From an optimization exercise on the open Yosys and OpenROAD flow, aimed at small area, a short achievable clock period and few clock cycles; shortcuts taken in it are not production practice.
Function not checked in this run: the RTL went through the layout flow alone.
Power figures rest on the tool's default switching activity, not on a simulated workload.

$ cat flow/config.mk
export PLATFORM = sky130hd
export DESIGN_NAME = CHIP
export DESIGN_NICKNAME = CHIP
export VERILOG_FILES = /design/flow/design.v
export SDC_FILE = /design/flow/constraint.sdc
export NUM_CORES = 8
export LEC_CHECK = 0
export CAP_MARGIN = 20
export CORE_MARGIN = 2
export CORE_UTILIZATION = 30
export SETUP_SLACK_MARGIN = 1.0
export SLEW_MARGIN = 20
$ cat flow/constraint.sdc
create_clock -name core_clock -period 12.0 [get_ports {clk}]
set_input_delay 2.4000 -clock core_clock [delete_from_list [all_inputs] [get_ports {clk}]]
set_output_delay 2.4000 -clock core_clock [all_outputs]
set_load 0.01 [all_outputs]
$ cat flow/design.v
module CHIP(clk,
            rst_n,
            mem_wen_D,
            mem_addr_D,
            mem_wdata_D,
            mem_rdata_D,
            mem_addr_I,
            mem_rdata_I);
    input         clk, rst_n ;
    output        mem_wen_D  ;
    output [31:0] mem_addr_D ;
    output [31:0] mem_wdata_D;
    input  [31:0] mem_rdata_D;
    output [31:0] mem_addr_I ;
    input  [31:0] mem_rdata_I;
    reg  [31:0] pcF;
    reg         vD;
    reg  [31:0] irD, pcD;
    reg         vE;
    reg  [ 4:0] rdE;
    reg         wenE, loadE, storeE, brE, jalrE, mdE, divE;
    reg         brGE, brLT;
    reg         subE;
    reg         selAddE, selAndE, selOrE, selXorE, selSltE, selSllE, selSrlE;
    reg         fwdAE, fwdBE, fwdSE;
    reg  [31:0] opAE, opBE, sdE, tgtE;
    reg         wenM, loadM, storeM;
    reg  [ 4:0] rdM;
    reg  [31:0] resM, sdM;
    assign mem_addr_I  = pcF;
    assign mem_addr_D  = resM;
    assign mem_wdata_D = sdM;
    assign mem_wen_D   = storeM;
    wire [4:0] opc  = irD[6:2];
    wire [4:0] rs1D = irD[19:15];
    wire [4:0] rs2D = irD[24:20];
    wire [4:0] rdD  = irD[11:7];
    wire [2:0] f3D  = irD[14:12];
    wire isOP    = (opc == 5'b01100);
    wire isOPIMM = (opc == 5'b00100);
    wire isLOAD  = (opc == 5'b00000);
    wire isSTORE = (opc == 5'b01000);
    wire isAUIPC = (opc == 5'b00101);
    wire isJAL   = (opc == 5'b11011);
    wire isJALR  = (opc == 5'b11001);
    wire isBR    = (opc == 5'b11000);
    wire opLogic = (f3D == 3'b111) || (f3D == 3'b110);
    wire isMD    = isOP & irD[25] & ~opLogic;
    wire isDIV   = (f3D == 3'b100);
    wire usesRs1  = isOP | isOPIMM | isLOAD | isSTORE | isJALR | isBR;
    wire usesRs2  = isOP | isSTORE | isBR;
    wire writesRd = isOP | isOPIMM | isLOAD | isAUIPC | isJAL | isJALR;
    wire [31:0] immI = {{20{irD[31]}}, irD[31:20]};
    wire [31:0] immS = {{20{irD[31]}}, irD[31:25], irD[11:7]};
    wire [31:0] immB = {{20{irD[31]}}, irD[7], irD[30:25], irD[11:8], 1'b0};
    wire [31:0] immU = {irD[31:12], 12'b0};
    wire [31:0] immJ = {{12{irD[31]}}, irD[19:12], irD[20], irD[30:21], 1'b0};
    wire dSub = isBR | (isOP & ~irD[25] & irD[30] & (f3D != 3'b111) & (f3D != 3'b110) & (f3D != 3'b100));
    wire dAnd = isOP & (f3D == 3'b111);
    wire dOr  = isOP & (f3D == 3'b110);
    wire dXor = isOP & (f3D == 3'b100) & ~irD[25];
    wire dSlt = isOPIMM & (f3D == 3'b010);
    wire dSll = isOPIMM & (f3D == 3'b001);
    wire dSrl = isOPIMM & (f3D == 3'b101);
    wire dAdd = ~(dAnd | dOr | dXor | dSlt | dSll | dSrl);
    wire        wbEn = wenM;
    wire [31:0] wbData = loadM ? mem_rdata_D : resM;
    wire [31:0] rf1, rf2;
    regfile rf0(
        .clk(clk), .rst_n(rst_n),
        .we(wbEn), .wa(rdM), .wd(wbData),
        .ra1(rs1D), .ra2(rs2D),
        .q1(rf1), .q2(rf2));
    wire hitM1 = wenM & (rdM == rs1D);
    wire hitM2 = wenM & (rdM == rs2D);
    wire [31:0] rs1v = hitM1 ? (loadM ? mem_rdata_D : resM) : rf1;
    wire [31:0] rs2v = hitM2 ? (loadM ? mem_rdata_D : resM) : rf2;
    wire hitE1 = vE & wenE & (rdE == rs1D);
    wire hitE2 = vE & wenE & (rdE == rs2D);
    wire stallE;
    wire loadUse = vD & vE & loadE & wenE &
                   ((usesRs1 & (rdE == rs1D)) | (usesRs2 & (rdE == rs2D)));
    wire stallD  = stallE | loadUse;
    wire        takenE;
    wire [31:0] aluSum;
    wire        redirE = vE & (jalrE | (brE & takenE));
    wire [31:0] redirTgtE = jalrE ? aluSum : tgtE;
    wire        redirD = vD & isJAL & ~stallD & ~redirE;
    wire [31:0] tgtD   = pcD + (isJAL ? immJ : immB);
    always @(posedge clk or negedge rst_n) begin
        if (!rst_n) begin
            pcF <= 32'h00010000;
            vD  <= 1'b0;
        end
        else begin
            if (redirE)      pcF <= redirTgtE;
            else if (redirD) pcF <= tgtD;
            else if (!stallD) pcF <= pcF + 32'd4;
            if (redirE | redirD) vD <= 1'b0;
            else if (!stallD)    vD <= 1'b1;
        end
    end
    always @(posedge clk) begin
        if (!stallD) begin
            irD <= mem_rdata_I;
            pcD <= pcF;
        end
    end
    wire dAdvance = ~stallD & ~redirE;    
    always @(posedge clk or negedge rst_n) begin
        if (!rst_n) begin
            vE <= 1'b0;
            wenE <= 1'b0;
            loadE <= 1'b0;
            storeE <= 1'b0;
            brE <= 1'b0;
            jalrE <= 1'b0;
            mdE <= 1'b0;
        end
        else if (!stallE) begin
            vE     <= dAdvance & vD;
            wenE   <= dAdvance & vD & writesRd & (rdD != 5'd0);
            loadE  <= dAdvance & vD & isLOAD;
            storeE <= dAdvance & vD & isSTORE;
            brE    <= dAdvance & vD & isBR;
            jalrE  <= dAdvance & vD & isJALR;
            mdE    <= dAdvance & vD & isMD;
        end
    end
    always @(posedge clk) begin
        if (!stallE) begin
            rdE   <= rdD;
            divE  <= isDIV;
            brGE  <= (f3D == 3'b101);
            brLT  <= (f3D == 3'b100);
            subE  <= dSub | dSlt | isMD;
            selAddE <= dAdd;
            selAndE <= dAnd;
            selOrE  <= dOr;
            selXorE <= dXor;
            selSltE <= dSlt;
            selSllE <= dSll;
            selSrlE <= dSrl;
            fwdAE <= usesRs1 & hitE1;
            fwdBE <= (isOP | isBR) & hitE2;
            fwdSE <= isSTORE & hitE2;
            opAE  <= (isAUIPC | isJAL) ? pcD : rs1v;
            opBE  <= (isOP | isBR) ? rs2v :
                     isJAL   ? 32'd4 :
                     isSTORE ? immS :
                     isAUIPC ? immU : immI;
            sdE   <= rs2v;
            tgtE  <= tgtD;
        end
    end
    wire [31:0] A  = fwdAE ? resM : opAE;
    wire [31:0] B  = fwdBE ? resM : opBE;
    wire [31:0] SD = fwdSE ? resM : sdE;
    wire [32:0] addOut = {1'b0, A} + {1'b0, subE ? ~B : B} + {32'd0, subE};
    assign aluSum = addOut[31:0];
    wire   geu    = addOut[32];           
    wire   eqE    = (A == B);
    assign takenE = eqE | (brGE & ~aluSum[31]) | (brLT & aluSum[31]);
    wire [31:0] shl = A << B[4:0];
    wire [31:0] shr = A >> B[4:0];
    wire [31:0] aluRes = ({32{selAddE}} & aluSum)
                       | ({32{selAndE}} & (A & B))
                       | ({32{selOrE }} & (A | B))
                       | ({32{selXorE}} & (A ^ B))
                       | ({32{selSltE}} & {31'd0, ~geu})
                       | ({32{selSllE}} & shl)
                       | ({32{selSrlE}} & shr);
    wire        aZero = (A == 32'd0);
    wire        bZero = (B == 32'd0);
    wire        mdQuick = divE ? (bZero | ~geu) : (aZero | bZero);
    wire [31:0] mdQuickRes = (divE & bZero) ? 32'hFFFFFFFF : 32'd0;
    wire        mdDone;
    wire [31:0] mdRes;
    wire        mdStart = vE & mdE & ~mdQuick;
    muldiv md0(
        .clk(clk), .rst_n(rst_n),
        .start(mdStart), .div(divE), .swap(~geu),
        .a(A), .b(B),
        .done(mdDone), .res(mdRes));
    assign stallE = vE & mdE & ~mdQuick & ~mdDone;
    wire [31:0] resE = mdE ? (mdQuick ? mdQuickRes : mdRes) : aluRes;
    always @(posedge clk or negedge rst_n) begin
        if (!rst_n) begin
            wenM   <= 1'b0;
            loadM  <= 1'b0;
            storeM <= 1'b0;
        end
        else begin
            wenM   <= wenE & ~stallE;
            loadM  <= loadE & ~stallE;
            storeM <= storeE & ~stallE;
        end
    end
    always @(posedge clk) begin
        if (!stallE) begin
            rdM  <= rdE;
            resM <= resE;
            sdM  <= SD;
        end
    end
endmodule
module regfile(clk, rst_n, we, wa, wd, ra1, ra2, q1, q2);
    input         clk, rst_n, we;
    input  [ 4:0] wa, ra1, ra2;
    input  [31:0] wd;
    output [31:0] q1, q2;
    reg [31:0] r [0:31];
    reg [31:1] rv;
    integer i;
    always @(posedge clk) begin
        for (i = 1; i < 32; i = i + 1)
            if (we && wa == i) r[i] <= wd;
    end
    always @(posedge clk or negedge rst_n) begin
        if (!rst_n) rv <= 31'd0;
        else if (we && wa != 5'd0) rv[wa] <= 1'b1;
    end
    wire [31:0] rvx = {rv, 1'b0};
    wire [31:0] raw1 = r[ra1];
    wire [31:0] raw2 = r[ra2];
    wire [31:0] init1 = (ra1 == 5'd2) ? 32'hBFFFFFF0 : (ra1 == 5'd3) ? 32'h10008000 : 32'd0;
    wire [31:0] init2 = (ra2 == 5'd2) ? 32'hBFFFFFF0 : (ra2 == 5'd3) ? 32'h10008000 : 32'd0;
    assign q1 = rvx[ra1] ? raw1 : init1;
    assign q2 = rvx[ra2] ? raw2 : init2;
endmodule
module muldiv(clk, rst_n, start, div, swap, a, b, done, res);
    input         clk, rst_n;
    input         start, div, swap;
    input  [31:0] a, b;
    output        done;
    output [31:0] res;
    localparam IDLE = 2'd0, MUL = 2'd1, NORM = 2'd2, DIV = 2'd3;
    reg  [ 1:0] st;
    reg  [31:0] x;       
    reg  [31:0] y;       
    reg  [31:0] p;       
    reg  [ 4:0] cnt;
    wire [31:0] pp0 = y[0] ? x : 32'd0;
    wire [31:0] pp1 = y[1] ? {x[30:0], 1'b0} : 32'd0;
    wire [31:0] mulNext = p + pp0 + pp1;
    wire [31:0] xNext = {x[29:0], 2'b00};
    wire [31:0] yNext = {2'b00, y[31:2]};
    wire        mulLast = (yNext == 32'd0) | (xNext == 32'd0);
    wire [32:0] dif = {1'b0, p} - {1'b0, x};
    wire        qbit = ~dif[32];
    wire [31:0] qNext = {y[30:0], qbit};
    wire        divLast = (cnt == 5'd0);
    wire [31:0] sm;
    assign sm[31] = p[31];
    genvar g;
    generate
        for (g = 30; g >= 0; g = g - 1) begin : smear
            assign sm[g] = sm[g+1] | p[g];
        end
    endgenerate
    wire can1 = ~x[31] & ((({x[30:0], 1'b0}) & ~sm) == 32'd0);
    wire can4 = (x[31:28] == 4'd0) & ((({x[27:0], 4'b0}) & ~sm) == 32'd0);
    assign done = ((st == MUL) & mulLast) | (((st == DIV) | ((st == NORM) & ~can1)) & divLast);
    assign res  = (st == MUL) ? mulNext : qNext;
    always @(posedge clk or negedge rst_n) begin
        if (!rst_n) st <= IDLE;
        else begin
            case (st)
                IDLE: if (start) st <= div ? NORM : MUL;
                MUL:  if (mulLast) st <= IDLE;
                NORM: if (!can1) st <= divLast ? IDLE : DIV;
                DIV:  if (divLast) st <= IDLE;
            endcase
        end
    end
    always @(posedge clk) begin
        case (st)
            IDLE: begin
                cnt <= 5'd0;
                if (div) begin
                    p <= a;
                    x <= b;
                    y <= 32'd0;
                end
                else begin
                    p <= 32'd0;
                    x <= swap ? b : a;
                    y <= swap ? a : b;
                end
            end
            MUL: begin
                p <= mulNext;
                x <= xNext;
                y <= yNext;
            end
            default: begin    
                if (st == NORM && can4) begin
                    x <= {x[27:0], 4'b0};
                    cnt <= cnt + 5'd4;
                end
                else if (st == NORM && can1) begin
                    x <= {x[30:0], 1'b0};
                    cnt <= cnt + 5'd1;
                end
                else begin
                    if (qbit) p <= dif[31:0];
                    y <= qNext;
                    x <= {1'b0, x[31:1]};
                    cnt <= cnt - 5'd1;
                end
            end
        endcase
    end
endmodule
$ cat flow/run.sh
#!/bin/bash
# synth_recipe.tcl (not shown) runs the flow's synth.tcl, then flattens the netlist and writes it again
# the make line also repeats each setting of config.mk as NAME=value (left out here)
make -C /OpenROAD-flow-scripts/flow DESIGN_CONFIG=/design/flow/config.mk WORK_HOME=/design/flow/orfs CLKGATE_MAP_FILE= SYNTH_SCRIPT=/design/flow/synth_recipe.tcl finish
==> Implementation_results.wiki <==
{| class="wikitable"
! Metric !! Value
|-
| Result of the run || complete, no violations
|-
| Via count of the first global-routing pass || roughly 65000
|-
| First-pass GRT wire length || approximately 530000 µm
|-
| Starting density of the core || 0.302
|-
| Final count of negative-setup-slack endpoints || 0
|-
| Cts-stage hold buffer count || 0
|-
| Number of endpoints with negative hold slack in the final report || 0
|-
| Highest attainable clock frequency || approximately 140 MHz
|-
| Critical path fanouts, max || around 80
|-
| Cell Rows || between 150 and 200
|-
| WP data arrival || between 7000 and 8000 ps
|-
| Last weighted congestion value of the routability-driven placer || roughly 1
|-
| Leading cell type in the layout, fill and taps excluded || sky130_fd_sc_hd__edfxtp_1
|-
| Dpl cells || roughly 10000
|-
| FF-to-FF path depth || 17
|-
| Required time at the worst-slack endpoint || ~13000 ps
|-
| H-tree level count || 4
|-
| Post-route total power || 24.6 mW
|-
| Critical register-to-register path startpoint || fwdBE$_DFFE_PN_
|-
| Worst hold-check slack || about 470 ps
|-
| Commonest cells after routing, fill and taps aside || 1338 x sky130_fd_sc_hd__edfxtp_1, 643 x sky130_fd_sc_hd__nand2_1, 543 x sky130_fd_sc_hd__a22oi_1
|-
| Core region area || 260000 µm²
|-
| Sink count of the clock tree || 1446
|-
| Synthesized cell area || 78600 µm²
|-
| Root Driver || sky130_fd_sc_hd__clkbuf_16
|-
| Die Y-Extent || slightly above 500 µm
|-
| Number of stages on the worst hold path || 2
|-
| Clock tree from TritonCTS || built
|-
| Worst slew pin tran || 1370 ps
|-
| CTS max path bufs || 3
|-
| Worst-path cell chain || buf_4, mux2i_4, buf_4, xnor2_1, fa_1, a211oi_1, o21ai_1, nand4_1, a2111oi_2, o2111ai_1, a31oi_4, a21o_1, buf_4, clkinv_2, buf_4, nand3_2, o31ai_1
|-
| Mapped Avg Cell Area || approximately 11 µm²
|-
| Clock skew || a little under 80 ps
|-
| Aggregate global-route resource usage || 0.282
|-
| Synthesis-stage register bit count || 1446
|-
| Post-route clock period utilization || 0.585
|-
| Share of the yosys chip area belonging to registers || 0.543
|-
| CTS buffer count || between 100 and 150
|-
| DP Area || 85200 µm²
|-
| GRT Residual Overflow || 0
|-
| Number of resized instances in the post-cts repair step || 0
|-
| Reg-to-reg setup timing slack || roughly 5000 ps
|-
| Final Non-Filler Cells || between 10000 and 15000
|-
| Full die area || 266000 µm²
|-
| Final HPWL DP || 246000 µm
|-
| Critical path startpoint category || flop
|-
| Die Wd || a little over 500 µm
|-
| Most frequently used flop master after synthesis || sky130_fd_sc_hd__edfxtp_1
|-
| Largest stage delay on the critical path || 820 ps
|-
| Count of warnings emitted by yosys || 36
|-
| Tmin final || about 7000 ps
|-
| Pin count of the biggest net entering global routing || ~120
|-
| Count of routing violations after the opening detailed-route iteration || 14122
|-
| Synth-to-layout area growth || 14.8%
|-
| Number of detailed-route iterations in the first pass || 9
|-
| Clock slew at reported path FFs || 80 ps
|-
| Hold crit path type || flop to flop
|-
| Number of distinct library cell variants in the gate-level netlist after synthesis || between 100 and 150
|-
| Master of the slowest instance on the critical path || sky130_fd_sc_hd__buf_4
|-
| Drt wl/cell || between 30 and 40 µm
|-
| Slew Limit Fails || 0
|-
| Tightest slew margin relative to the limit || 0.0621
|-
| Power per Cell Area || between 200 and 300 nW/µm²
|-
| Min-delay src || rf0.rv[1]$_DFFE_PN0P_
|-
| Top-area cell type share of the netlist area || 0.511
|-
| Remaining antenna violation count || 0
|-
| Total of buffers placed on input and output ports || 160
|-
| Kind of capture point of the worst setup path || flop
|-
| Lkg Pwr || between 30 and 40 nW
|-
| Number of nets in the layout || about 7400
|-
| Number of top-level pins || between 150 and 200
|-
| Unrepaired setup endpoints after global routing || no
|-
| Via/cell ratio || 6.56
|-
| Top cells by area in the synthesized netlist || sky130_fd_sc_hd__edfxtp_1 51%, sky130_fd_sc_hd__a22oi_1 5.2%, sky130_fd_sc_hd__ha_1 3.3%
|-
| Number of antenna violations at the first check in global routing || 27
|-
| Total number of vias || 70364
|-
| Worst hold endpoint || rf0.rv[1]$_DFFE_PN0P_
|-
| Max cap viols || 0
|-
| Gate count of the mapped netlist || between 7000 and 8000
|-
| Number of flops mapped to enable cells by yosys || about 1300
|-
| Drc violations || 0
|-
| Final standard cell area without fillers || 90300 µm²
|-
| Layout cell share with drive strength beyond 1 || 0.102
|-
| Critical register-to-register path endpoint || mdE$_DFFE_PN0N_
|-
| Crit Path Category || flop to flop
|-
| Aggregate routed wire length || a little under 400000 µm
|-
| Post-synthesis async set-or-reset flop share || 0.0526
|-
| Latest clock arrival within the worst-skew pair || between 800 and 900 ps
|-
| Buffers inserted by post-CTS timing repair || 0
|-
| Critical Path Most Common Cell || sky130_fd_sc_hd__buf_4
|-
| IR Drop Worst-Case VDD || around 0.17 mV
|-
| Nets in the synthesized netlist || 7346
|-
| Top cell type by total area after synthesis || sky130_fd_sc_hd__edfxtp_1
|-
| Setup TNS || 0 ps
|}
[cell type report]
cell class	instances	area [µm²]
Antenna cell	16	40.0
Clock buffer	180	3870
Clock inverter	90	1120
Fill cell	25715	170000
Inverter	251	943
Multi-Input combinational cell	4847	33800
Sequential cell	1446	42700
Tap cell	3496	4370
Timing Repair Buffer	394	3380
[sequential cells by signal (all words and copies together), names as in the netlist, 2 cells and up]
register,flops
md0.st,2
md0.p,32
rf0.rv,31
tgtE,32
md0.x,32
irD,30
md0.cnt,5
rdM,5
sdE,32
opBE,32
sdM,32
pcF,32
md0.y,32
rf0.r,992
pcD,32
opAE,32
resM,32
rdE,5
[cells by family (layout without fill, tap and decap cells)]
logic type	Yosys count	after routing	share of synthesized area
other cells	0	16	0
compound gates	2348	2348	0.213
xor+xnor	173	173	0.0193
simple gates	1815	1815	0.106
mux	269	269	0.0389
flops	1446	1446	0.543
buf+inv	745	915	0.0371
fa+ha+maj	242	242	0.0418
[worst max-delay path: cells and delay by family (launching register included)]
kind	cells	cell delay [ps]
adders and majority gates	1	500
muxes	1	330
and+or+nand+nor	2	650
buffers and inverters	5	2350
xor gates and xnor gates	1	240
AOI/OAI and AO/OA	7	2320
DFF	1	320
[report_power, final]
group          total [mW]  internal, mW  switching, mW
clock                4.87          2.67           2.20
combinational        11.7          3.47           8.20
sequential           8.04          7.03           1.02
[cell usage after synthesis (64+ instances only)]
master and n:
sky130_fd_sc_hd__xor2_1 67, sky130_fd_sc_hd__nor4_1 64, sky130_fd_sc_hd__a221oi_1 219, sky130_fd_sc_hd__a211oi_1 102
sky130_fd_sc_hd__edfxtp_1 1338, sky130_fd_sc_hd__a22oi_1 543, sky130_fd_sc_hd__mux2i_1 162, sky130_fd_sc_hd__nand3_1 133
sky130_fd_sc_hd__a22o_1 177, sky130_fd_sc_hd__o21ai_0 254, sky130_fd_sc_hd__mux2_2 81, sky130_fd_sc_hd__xnor2_1 106
sky130_fd_sc_hd__a21oi_1 451, sky130_fd_sc_hd__dfrtp_1 75, sky130_fd_sc_hd__ha_1 207, sky130_fd_sc_hd__nand2_1 646
sky130_fd_sc_hd__nor2_1 461, sky130_fd_sc_hd__nand4_1 140, sky130_fd_sc_hd__inv_1 247, sky130_fd_sc_hd__buf_1 68
sky130_fd_sc_hd__clkbuf_1 372, sky130_fd_sc_hd__nor3_1 149
[worst max-delay path by stage]
stage,from,to,slack (ps),cells after the start
floorplan,fwdBE$_DFFE_PN_,brGE$_DFFE_PN_,2820,15
global placement,fwdBE$_DFFE_PN_,mdE$_DFFE_PN0N_,5230,17
detailed placement,fwdBE$_DFFE_PN_,mdE$_DFFE_PN0N_,5160,17
CTS,fwdBE$_DFFE_PN_,pcF[29]$_DFFE_PN0P_,5150,18
global route,fwdBE$_DFFE_PN_,mdE$_DFFE_PN0N_,4750,17
finish,fwdBE$_DFFE_PN_,mdE$_DFFE_PN0N_,4980,17
[routing by layer]
metal	part of all wire	GRT usage	vias up
met2	0.42	0.411	6585
met1	0.35	0.346	34217
met4	0.087	0.198	19
li1	-	-	27784
met3	0.14	0.0987	1759
met5	0.00072	0.00505	-
[stage by stage]
step / setup slack, ps / utilization
global placement: 5230 / 0.327
CTS: 5150 / 0.347
floorplan: 2820 / -
detailed placement: 5160 / 0.327
finish: 4980 / 0.347
global route: 4750 / 0.347

-- port drivers added, routing unchanged --
Ports are ideal in the flow. The routed layout listed here was re-timed in OpenROAD. Step 1: set_driving_cell puts a clkbuf_16 on clk and a buf_2 on each other input, an assumption about the parent block. Step 2, shift: input delay + t, output delay - t, t = (earliest + latest rising clock arrival at the registers) / 2. This alone moves slack from input paths to output paths. Slacks: ideal / step 1 / step 2; pairs: ideal / step 1.
shift t [ns]: 0.912
setup WS [ns]: 4.977 / 4.977 / 4.977
worst hold slack (ns): 0.474 / 0.474 / 0.474
worst slew at a driven data input, ns: 0.16
After both steps setup and hold are still met in this run. For this run, drivers alone change the setup slack by 0.000 ns; drivers and shift together by 0.000 ns.
